Source: an optimization exercise on an open RTL-to-GDS flow (aim: small area and a short achievable clock period). Production flows keep margins and buffers that such runs may drop.
At most, simulation tests tie the RTL to the original design; equivalence was not proved.
The RTL of run 2 was laid out without a check of its function.
Power figures rest on the tool's default switching activity, not on a simulated workload.

File: design/flow/flow/run.sh
#!/bin/bash
# The standard ORFS layout (standard.sh), with:
#  - synthesis by flow/synth.tcl: the standard script with abc run on
#    flow/abc.script and no full/half-adder extraction;
#  - port buffers of sky130_fd_sc_hd__buf_1 (every input and output port
#    still gets its own buffer);
#  - clock tree synthesis without dummy loads, from clkbuf_4/clkbuf_8 cells.
# Each tool's full output is in orfs/logs/...; make's own output in make.log.
set -euo pipefail
here=$(pwd)
export MY_ABC_SCRIPT=$here/flow/abc.script
export MY_ABC_D=3000
export BUFFER_PORTS_ARGS="-buffer_cell sky130_fd_sc_hd__buf_1"
export CTS_ARGS="-sink_clustering_enable -repair_clock_nets -dont_use_dummy_load -sink_clustering_size 30 -sink_clustering_max_diameter 120 -buf_list {sky130_fd_sc_hd__clkbuf_4 sky130_fd_sc_hd__clkbuf_8}"
bash standard.sh SYNTH_SCRIPT=$here/flow/synth.tcl finish > make.log 2>&1
File: design/flow/flow/abc.script
strash
balance
rewrite
refactor
balance
rewrite -z
refactor -z
balance
dch -f
map -B 0.9
topo
stime -c
buffer -c
upsize -c
dnsize -c
File: design/flow/flow/synth.tcl
# The standard synthesis script (synth_recipe.tcl), with two changes made
# by overriding Yosys commands before ORFS's synth.tcl runs:
#  - abc uses the mapping script flow/abc.script (the ORFS call and its
#    liberty, dont_use and constraint arguments are otherwise unchanged);
#  - extract_fa is skipped, so adders stay as plain gates for abc to map.
# Registers, their names and cell types are the same as the standard flow's.
proc synth {args} { yosys synth -nofsm -noshare {*}$args }
proc abc {args} {
  set i [lsearch -exact $args -script]
  lset args [expr {$i + 1}] $::env(MY_ABC_SCRIPT)
  set j [lsearch -exact $args -D]
  if { $j >= 0 } {
    lset args [expr {$j + 1}] $::env(MY_ABC_D)
  } else {
    lappend args -D $::env(MY_ABC_D)
  }
  yosys abc {*}$args
}
proc extract_fa {args} { puts "extract_fa skipped" }
source $::env(SCRIPTS_DIR)/synth.tcl
# left out here: clear keep_hierarchy, flatten, clean up, hide names made inside functions, write 1_2_yosys.v
File: design/flow/standard.sh
#!/bin/bash
# synth_recipe.tcl (not shown) runs the flow's synth.tcl, then flattens the netlist and writes it again
# the make line also repeats each setting of config.mk as NAME=value (left out here)
make -C /OpenROAD-flow-scripts/flow DESIGN_CONFIG=/design/flow/config.mk WORK_HOME=/design/flow/orfs CLKGATE_MAP_FILE= SYNTH_SCRIPT=/design/flow/synth_recipe.tcl "${@:-finish}"
File: design/flow/config.mk
export PLATFORM = sky130hd
export DESIGN_NAME = Circuit4
export DESIGN_NICKNAME = Circuit4
export VERILOG_FILES = /design/flow/design.v
export SDC_FILE = /design/flow/constraint.sdc
export NUM_CORES = 4
export LEC_CHECK = 0
export CAP_MARGIN = 20
export CORE_MARGIN = 2
export CORE_UTILIZATION = 55
export SETUP_SLACK_MARGIN = 3.7
export SLEW_MARGIN = 20
export TNS_END_PERCENT = 0
File: design/flow/constraint.sdc
create_clock -name core_clock -period 7.0 [get_ports {clk}]
set_input_delay 1.4000 -clock core_clock [delete_from_list [all_inputs] [get_ports {clk}]]
set_output_delay 1.4000 -clock core_clock [all_outputs]
set_load 0.01 [all_outputs]
File: design/flow/design.v
`timescale 1ns / 1ps
module Prefix #(parameter W = 8, parameter KIND = 0) (P, G, CO);
  input  [W-1:0] P, G;
  output [W-1:0] CO;
  reg [W-1:0] g, p;
  integer i, l;
  always @* begin
    g = G;
    p = P;
    if (KIND == 0) begin
      for (l = 0; (1 << l) < W; l = l + 1)
        for (i = (2 << l) - 1; i < W; i = i + (2 << l)) begin
          g[i] = g[i] | (p[i] & g[i - (1 << l)]);
          p[i] = p[i] & p[i - (1 << l)];
        end
      for (l = 15; l >= 0; l = l - 1)
        if ((2 << l) < W)
          for (i = 3 * (1 << l) - 1; i < W; i = i + (2 << l)) begin
            g[i] = g[i] | (p[i] & g[i - (1 << l)]);
            p[i] = p[i] & p[i - (1 << l)];
          end
    end else if (KIND == 1) begin
      for (l = 0; (1 << l) < W; l = l + 1)
        for (i = W - 1; i >= (1 << l); i = i - 1) begin
          g[i] = g[i] | (p[i] & g[i - (1 << l)]);
          p[i] = p[i] & p[i - (1 << l)];
        end
    end else if (KIND == 2) begin
      for (l = 0; (1 << l) < W; l = l + 1)
        for (i = 0; i < W; i = i + 1)
          if ((i >> l) & 1) begin
            g[i] = g[i] | (p[i] & g[((i >> l) << l) - 1]);
            p[i] = p[i] & p[((i >> l) << l) - 1];
          end
    end else begin
      for (i = 1; i < W; i = i + 1) begin
        g[i] = g[i] | (p[i] & g[i - 1]);
        p[i] = p[i] & p[i - 1];
      end
    end
  end
  assign CO = g;
endmodule
`timescale 1ns / 1ps
`timescale 1ns / 1ps
`timescale 1ns / 1ps
`timescale 1ns / 1ps
`timescale 1ns / 1ps
`timescale 1ns / 1ps
`timescale 1ns / 1ps
module Circuit4(Rst, clk, a, b, c, z, x);
  parameter KLT = 0;    
  parameter KSUM = 0;   
  input clk, Rst;
  input [63:0] a, b, c;
  output reg [31:0] z, x;
  wire [63:0] gab = a & b, pab = a ^ b;
  wire [63:0] gac = a & c, pac = a ^ c;
  wire [63:0] gbc = ~b & c, pbc = ~(b ^ c);    
  wire [31:0] gf = a[31:0] & ~b[31:0];         
  wire [31:0] pf = ~pab[31:0];
  wire [32:0] cab, cac;
  wire [31:0] cf;
  Prefix #(.W(33), .KIND(KSUM)) u_ab (.P(pab[32:0]), .G(gab[32:0]), .CO(cab));
  Prefix #(.W(33), .KIND(KSUM)) u_ac (.P(pac[32:0]), .G(gac[32:0]), .CO(cac));
  Prefix #(.W(32), .KIND(KSUM)) u_f (.P(pf), .G({gf[31:1], gf[0] | pf[0]}), .CO(cf));
  wire [63:0] lab, lac, lbc;
  Prefix #(.W(64), .KIND(KLT)) l_ab (.P(a | b), .G(gab), .CO(lab));
  Prefix #(.W(64), .KIND(KLT)) l_ac (.P(a | c), .G(gac), .CO(lac));
  Prefix #(.W(64), .KIND(KLT)) l_bc (.P(~b | c), .G(gbc), .CO(lbc));
  wire [32:0] d = pab[32:0] ^ {cab[31:0], 1'b0};
  wire [32:0] e = pac[32:0] ^ {cac[31:0], 1'b0};
  wire dEQe = &pbc;
  wire dLTe = lab[63] ^ lac[63] ^ lbc[63];
  wire [32:0] g = dLTe ? d : e;
  wire [31:0] h = pab[31:0] ^ (dEQe ? {cab[30:0], 1'b0} : ~{cf[30:0], 1'b1});
  reg [32:0] greg;
  reg [31:0] hreg;
  reg rstd;
  wire run = ~(Rst | rstd);
  wire xsh = run & dLTe, xkeep = run & ~dLTe;
  wire zsh = run & dEQe, zkeep = run & ~dEQe;
  always @(posedge clk) begin
    greg <= g;
    hreg <= h;
    rstd <= Rst;
    x <= ({32{xsh}} & {hreg[30:0], 1'b0}) | ({32{xkeep}} & hreg);
    z <= ({32{zsh}} & greg[32:1]) | ({32{zkeep}} & greg[31:0]);
  end
endmodule
==> impl_metrics.py, run 1 <==
metrics = {
    "status": {
        "status": "finished clean",
    },
    "power_and_ir_drop": {
        "p_leak_nw": 6.78,
        "ir_drop_mv": 0.117,
        "pwr_density_cell_mw_per_mm2": 188,
    },
    "hold_path": {
        "worstHoldPathCells": 2,
        "hp-class": "flip-flop to flip-flop",
        "hp-start": "hreg[29]",
    },
    "drt": {
        "vias": 12573,
        "drt-vias-per-instance": 5.19,
        "drcViolationCount": 0,
        "drt-total-wl_um": 33300,
        "drtAntennaViolNets": 0,
        "avgRoutedWirePerCell_um": 13.7,
        "firstDrtPassIters": 6,
        "drtIter0Drc": 995,
    },
    "clock_tree": {
        "htreeDepth": 4,
        "clockBufferDepth": 2,
        "cts_made_buffers": 17,
        "cts_num_sinks": 130,
        "insertion_delay_ns": 0.42,
        "path_clk_slew_ns": 0.08,
        "cts_tree": "yes",
        "cts-root-buf": "clkbuf_8",
        "hold_buffers": 0,
    },
    "placed_design": {
        "place_inst": 2389,
        "gp_congestion": 0.941,
        "port_buffers": 257,
        "post-place-ws_ns": 2.19,
        "dpl_cell_area_mm2": 0.0117,
        "dp_hpwl_um": 26000,
    },
    "timing": {
        "clock.fmax_mhz": 304,
        "worst_pin_slew_ns": 0.684,
        "finClkSkew_ns": 0.0261,
        "fin_crit_sh_pct": 47.0,
        "layout_setup_ws_ns": 3.71,
        "finalSetupViolations": 0,
        "hold_viol_final": 0,
        "rsz0062_at_grt": "true",
        "relSlewSlack_pct": 54.4,
        "drv_slew": 0,
        "final.setup.tns_ns": 0,
        "period_minus_slack_ns": 3.29,
    },
    "synth": {
        "yosys_warnings": 4,
        "synthArstFlopShare_pct": 0,
        "synth-seq-cells": 130,
        "synth-edff-count": 0,
        "synthXorXnorAreaFrac_pct": 5.28,
        "synth.cell_area_mm2": 0.0106,
        "synth_common_cells": "nand2_1, inv_1, nor2_1",
        "synth.mux.area_fraction_pct": 0,
        "avgSynthCellArea_um2": 5.59,
        "yosys.area_share.adder_pct": 0,
        "synth_top_area_share_pct": 24.5,
        "ys.flop_type": "dfxtp_1",
        "synth_compound_area_share_pct": 14.9,
        "syn_inst": 1900,
        "syn_nets": 2094,
        "synthSimpleGateAreaFrac_pct": 42.3,
        "synth.most_common_cell": "nand2_1",
        "synth_top_family_by_area": "simple AND/OR/NAND/NOR gates",
        "synthTopCellsByArea": "dfxtp_1, nand2_1, inv_1",
        "synth_seq_area_share_pct": 24.5,
        "yosys.area.top_type": "dfxtp_1",
        "synth_cell_types": 40,
    },
    "worst_setup_path": {
        "start_kind": "input pin",
        "r2r_end": "z[21]",
        "cp_cell_sequence": "buf_1 > nor2_2 > inv_1 > a21oi_2 > nor2_1 > nor2_1 > nand2_1 > a21oi_2 > nand2_2 > a21oi_1 > nand2_2 > a21boi_4 > buf_12 > buf_12 > nand2_1 > and2_1",
        "slowest_delay_ns": 0.19,
        "cp-endpoint": "greg[25]",
        "arrival_ns": 3.60,
        "crit_path_start": "a[21]",
        "end_kind": "flip-flop",
        "cp_slowest_cell": "a21oi_1",
        "r2r-start": "rstd",
        "crit_type": "input pin to flip-flop",
        "critPathRequiredTime_ns": 7.31,
        "worst-path-max-fanout": 12,
        "r2r_slack_ns": 5.23,
        "reg2regPathDepth": 4,
    },
    "finish": {
        "diodes": 0,
        "ff_latch_area_mm2": 0.00260,
        "multi_input_area_mm2": 0.00690,
        "area_delta_synth_final_pct": 18.4,
        "fillerInstances": 1874,
        "nets": 2358,
        "drive_gt1_share_pct": 8.42,
        "stdcell_count": 2422,
        "design_area_mm2": 0.0126,
    },
    "floorplan": {
        "rows": 50,
        "die_x_um": 143,
        "ioPinCount": 258,
        "core_mm2": 0.0188,
        "initial_utilization_pct": 56.4,
        "fp.dieH_um": 143,
        "die_area_mm2": 0.0204,
    },
    "grt": {
        "overflow": 0,
        "grt_max_degree": 68,
        "grt_pass1_wl_um": 51200,
        "grt_usage_pct": 31.0,
        "first_global_vias": 11009,
        "antenna_found_initial": 1,
    },
    "run": {
        "cap_violations": 0,
    },
}
[state kept, by name (all words and copies together), names as in the netlist]
name and flops:
greg 33, hreg 32, x 32, z 32
rstd 1
[placed cells by master, fill, tap and decap left out, types with 6 or more instances in the layout]
cell,count
buf_1,230
inv_1,299
nand2_1,650
or2_2,14
nor3_1,10
nand3_2,7
o21ai_2,14
nand2_4,6
o22ai_1,60
nand3_1,147
o211ai_1,10
inv_2,10
o21ai_1,21
a21oi_2,7
xnor2_1,13
dfxtp_1,130
nand4_1,9
o21ai_0,94
nand3b_1,6
nand2_2,25
a31oi_1,6
xor2_1,51
nor2_2,17
clkbuf_8,17
nor2_1,170
a21oi_1,47
clkbuf_2,25
buf_4,7
[where the power goes]
part	switching, W	total (W)	internal [W]
Sequential	0.0000479	0.000924	0.000876
Combinational	0.000623	0.000983	0.000360
Clock	0.000246	0.000459	0.000213
Total	0.000917	0.00237	0.00145
[critical path, delay by kind of cell]
kind	cells	cell delay [ns]
buffers and inverters	4	0.53
AND/OR/NAND/NOR	8	0.95
AO/OA/AOI/OAI	4	0.69
[cells by family (layout without fill, tap and decap cells)]
| logic type | Yosys count | count (layout) |
|---|---|---|
| AO/OA/AOI/OAI | 276 | 276 |
| AND/OR/NAND/NOR | 1088 | 1088 |
| flip-flops | 130 | 130 |
| XOR/XNOR | 64 | 64 |
| buffers and inverters | 342 | 604 |
[routing by layer]
metal | GRT usage [%] | share of wire [%] | up-vias
met4 | 6.72 | 1.4 | 0
met5 | 0 | 0 | -
li1 | - | - | 6514
met2 | 51.9 | 46 | 460
met3 | 4.56 | 7.4 | 40
met1 | 42.4 | 45 | 5559
[per-stage QoR]
step,util (%),hold slack (ns),total power (W)
4_1_cts,64.3,0.448,0.00226
3_5_place_dp,62.3,0.455,0.00177
2_1_floorplan,-,0.431,0.00153
6_report,66.8,0.442,0.00237
3_3_place_gp,62.3,0.456,0.00176
5_1_grt,66.8,0.464,0.00252
[layout make-up]
type / count / share of cell area, %
Sequential cell: 130 / 20.7
Timing Repair Buffer: 277 / 10.6
Clock buffer: 17 / 1.86
Multi-Input combinational cell: 1428 / 54.9
Inverter: 310 / 9.38
Tap cell: 260 / 2.59
[worst min-delay path by stage]
stage / to
finish: x[30]
global route: x[30]
CTS: x[30]
detailed placement: z[0]
global placement: x[9]
floorplan: x[31]
[repair_timing]
item                       in CTS  in global routing
gates cloned                    2                  6
pin swaps                       2                 12
setup buffers                   3                  5
setup endpoints to repair     108                125
resized for setup              21                 98
==> run 2, diff against run 1 <==
--- a/design/flow/design.v
+++ b/design/flow/design.v
@@ -71,8 +71,9 @@
   wire [32:0] d = pab[32:0] ^ {cab[31:0], 1'b0};
   wire [32:0] e = pac[32:0] ^ {cac[31:0], 1'b0};
+  wire [31:0] f = pf ^ {cf[30:0], 1'b1};
   wire dEQe = &pbc;
   wire dLTe = lab[63] ^ lac[63] ^ lbc[63];
   wire [32:0] g = dLTe ? d : e;
-  wire [31:0] h = pab[31:0] ^ (dEQe ? {cab[30:0], 1'b0} : ~{cf[30:0], 1'b1});
+  wire [31:0] h = dEQe ? d[31:0] : f;
   reg [32:0] greg;
   reg [31:0] hreg;
--- a/design/flow/config.mk
+++ b/design/flow/config.mk
@@ -8,5 +8,5 @@
 export CAP_MARGIN = 20
 export CORE_MARGIN = 2
-export CORE_UTILIZATION = 55
+export CORE_UTILIZATION = 40
 export SETUP_SLACK_MARGIN = 3.7
 export SLEW_MARGIN = 20
==> impl_metrics.py, run 2 <==
metrics = {
    "synth": {
        "yosys.area.top_type": "dfxtp_1",
        "synth.cell_area_mm2": 0.0104,
        "synth-edff-count": 0,
        "synthTopCellsByArea": "dfxtp_1, nand2_1, inv_1",
        "syn_nets": 1992,
        "synth_top_area_share_pct": 25.1,
        "synth-seq-cells": 130,
        "synth_cell_types": 50,
        "synth_seq_area_share_pct": 25.1,
        "avgSynthCellArea_um2": 5.76,
        "syn_inst": 1798,
        "synthArstFlopShare_pct": 0,
        "synth.most_common_cell": "nand2_1",
        "yosys_warnings": 4,
        "synth_common_cells": "nand2_1, inv_1, nor2_1",
        "ys.flop_type": "dfxtp_1",
    },
    "finish": {
        "final_common_cell": "nand2_1",
        "largest_reg_flops": 33,
        "fillerInstances": 2827,
        "stdcell_count": 2402,
        "largest_register": "greg",
        "drive_gt1_share_pct": 10.6,
        "layout_common_cells": "nand2_1, inv_1, buf_1",
        "nets": 2266,
        "area_delta_synth_final_pct": 21.5,
    },
    "grt": {
        "overflow": 0,
        "grt.met1_usage_pct": 34.7,
        "antenna_found_initial": 3,
        "gr-max-usage-layer": "met2",
        "met2_usage_pct": 41.1,
        "first_global_vias": 10889,
        "grt_max_degree": 68,
        "grt_usage_pct": 25.4,
        "use_met3_pct": 4.45,
        "grt_pass1_wl_um": 54500,
    },
    "power_and_ir_drop": {
        "ir_drop_mv": 0.161,
        "pwr_density_cell_mw_per_mm2": 196,
        "p_leak_nw": 6.60,
    },
    "timing": {
        "hold_viol_final": 0,
        "relSlewSlack_pct": 52.4,
        "final.setup.tns_ns": 0,
        "drv_slew": 0,
        "fin_crit_sh_pct": 46.3,
        "rsz0062_at_grt": "true",
        "period_minus_slack_ns": 3.24,
        "clock.fmax_mhz": 308,
        "worst_pin_slew_ns": 0.713,
        "finClkSkew_ns": 0.0134,
        "finalSetupViolations": 0,
    },
    "floorplan": {
        "rows": 58,
        "fp.dieH_um": 165,
        "die_area_mm2": 0.0272,
        "initial_utilization_pct": 40.9,
        "die_x_um": 165,
        "core_mm2": 0.0253,
        "ioPinCount": 258,
    },
    "drt": {
        "drtIter0Drc": 871,
        "vias": 12049,
        "drcViolationCount": 0,
        "avgRoutedWirePerCell_um": 15.2,
        "drt-vias-per-instance": 5.02,
        "drtAntennaViolNets": 0,
        "firstDrtPassIters": 5,
        "drt-total-wl_um": 36400,
    },
    "clock_tree": {
        "htreeDepth": 4,
        "hold_buffers": 0,
        "cts-root-buf": "clkbuf_8",
        "path_clk_slew_ns": 0.06,
        "cts_made_buffers": 25,
        "insertion_delay_ns": 0.45,
        "cts_tree": "yes",
        "cts_num_sinks": 130,
        "clockBufferDepth": 3,
    },
    "placed_design": {
        "place_inst": 2357,
        "dp_hpwl_um": 29300,
        "gp_congestion": 0.944,
        "port_buffers": 257,
    },
    "worst_setup_path": {
        "critPathRequiredTime_ns": 7.39,
        "crit_type": "input pin to flip-flop",
        "start_kind": "input pin",
        "worst-path-max-fanout": 10,
        "arrival_ns": 3.63,
        "end_kind": "flip-flop",
    },
    "hold_path": {
        "hp-class": "flip-flop to flip-flop",
    },
    "status": {
        "status": "finished clean",
    },
    "run": {
        "cap_violations": 0,
    },
}
## run 2: cell types whose count changed after synthesis, moves of 10 or more
cell and change:
nor2_1 +27, nand3_1 -29, nand2_1 -154, xor2_1 -14
nand3_2 +11, a22o_1 +10, o22ai_1 +14, o21ai_0 +10
a21oi_1 +26, o21ai_1 -15
## run 2: metal layers
metal  vias to the layer above  wire, um
met3                        52      3020
li1                       6280         -
met4                         0       924
met2                       456     16000
met5                         -         0
met1                      5261     16500
## run 2: repair_timing
item	in CTS	in global routing
cloned	1	6
setup endpoints to repair	98	109
setup buffers	1	10
resized for setup	12	126
pin swaps	0	14
## run 2: kinds of logic after synthesis
group | count (synthesis) | share of synthesized area [%]
flip-flops | 130 | 25.1
multiplexers | 2 | 0.193
buffers and inverters | 338 | 13.0
AO/OA/AOI/OAI | 316 | 17.6
AND/OR/NAND/NOR | 957 | 39.3
XOR/XNOR | 55 | 4.65
## run 2: cell type report
| class | instances | area, um^2 | share of cell area (%) |
|---|---|---|---|
| antenna | 2 | 5.00 | 0.0398 |
| clock buffer | 25 | 344 | 2.74 |
| multi-input combinational | 1330 | 6700 | 53.2 |
| inverter | 306 | 1150 | 9.16 |
| timing repair buffer | 279 | 1360 | 10.8 |
| sequential | 130 | 2600 | 20.7 |
| tap | 330 | 413 | 3.28 |
## run 2: critical path, stage by stage
cell	delay (ns)
buf_1	0.12
or2_1	0.28
nand2_1	0.15
nor2_1	0.08
a21oi_2	0.19
o21ai_0	0.12
a21oi_1	0.16
nand2_2	0.13
nand2_2	0.10
nand2_4	0.07
nor2_8	0.12
inv_2	0.05
o21ai_4	0.08
buf_4	0.16
buf_12	0.14
nand3_1	0.13
nand2_1	0.13
## run 2: report_power, final
group | switching [W] | internal, W
combinational | 0.000637 | 0.000353
clock | 0.000250 | 0.000315
sequential | 0.0000439 | 0.000871
total | 0.000931 | 0.00154
## run 2: path summary, 6_finish.rpt
check | slack (ns) | depth (start not counted) | to | from
hold / removal | 0.45 | 2 | z[31] | greg[32]
setup reg to reg | 5.29 | 4 | z[22] | rstd
setup / recovery | 3.76 | 17 | greg[30] | a[27]
hold reg to reg | 0.45 | 2 | z[31] | greg[32]
## run 2: metrics by stage
stage | setup slack (ns) | hold slack [ns] | area [um^2] | utilization [%] | total power [W]
5_1_grt | 3.66 | 0.490 | 12600 | 49.7 | 0.00264
2_1_floorplan | 3.90 | 0.430 | 10400 | - | 0.00150
3_3_place_gp | 2.42 | 0.451 | 11600 | 45.7 | 0.00176
3_5_place_dp | 2.31 | 0.451 | 11600 | 45.7 | 0.00177
6_report | 3.76 | 0.452 | 12600 | 49.7 | 0.00247
4_1_cts | 3.63 | 0.458 | 12000 | 47.4 | 0.00236

==> what the ideal ports hide <==
Ports are ideal in the flow. The routed layouts listed here were re-timed in OpenROAD. Step 1, drivers: a clkbuf_16 drives clk and a buf_2 each remaining input, both assumed. Step 2 adds t to the input delays and takes it off the output delays; t is the mean of the earliest and latest rising clock arrival at the registers after step 1. Input paths then give back, and output paths get back, about the clock's delay inside the block. Three values: no drivers, after step 1, after step 2; two values: the first two.
| run | shift t [ns] | setup slack, ns | worst slew at a driven data input, ns |
|---|---|---|---|
| run 1 | 0.453 | 3.710 / 3.727 / 3.274 | 0.06 |
| run 2 | 0.486 | 3.756 / 3.758 / 3.271 | 0.10 |
After both steps every run listed still meets setup and hold. For run 2, which loses most, drivers alone change the setup slack by +0.002 ns; drivers and shift together by -0.485 ns.
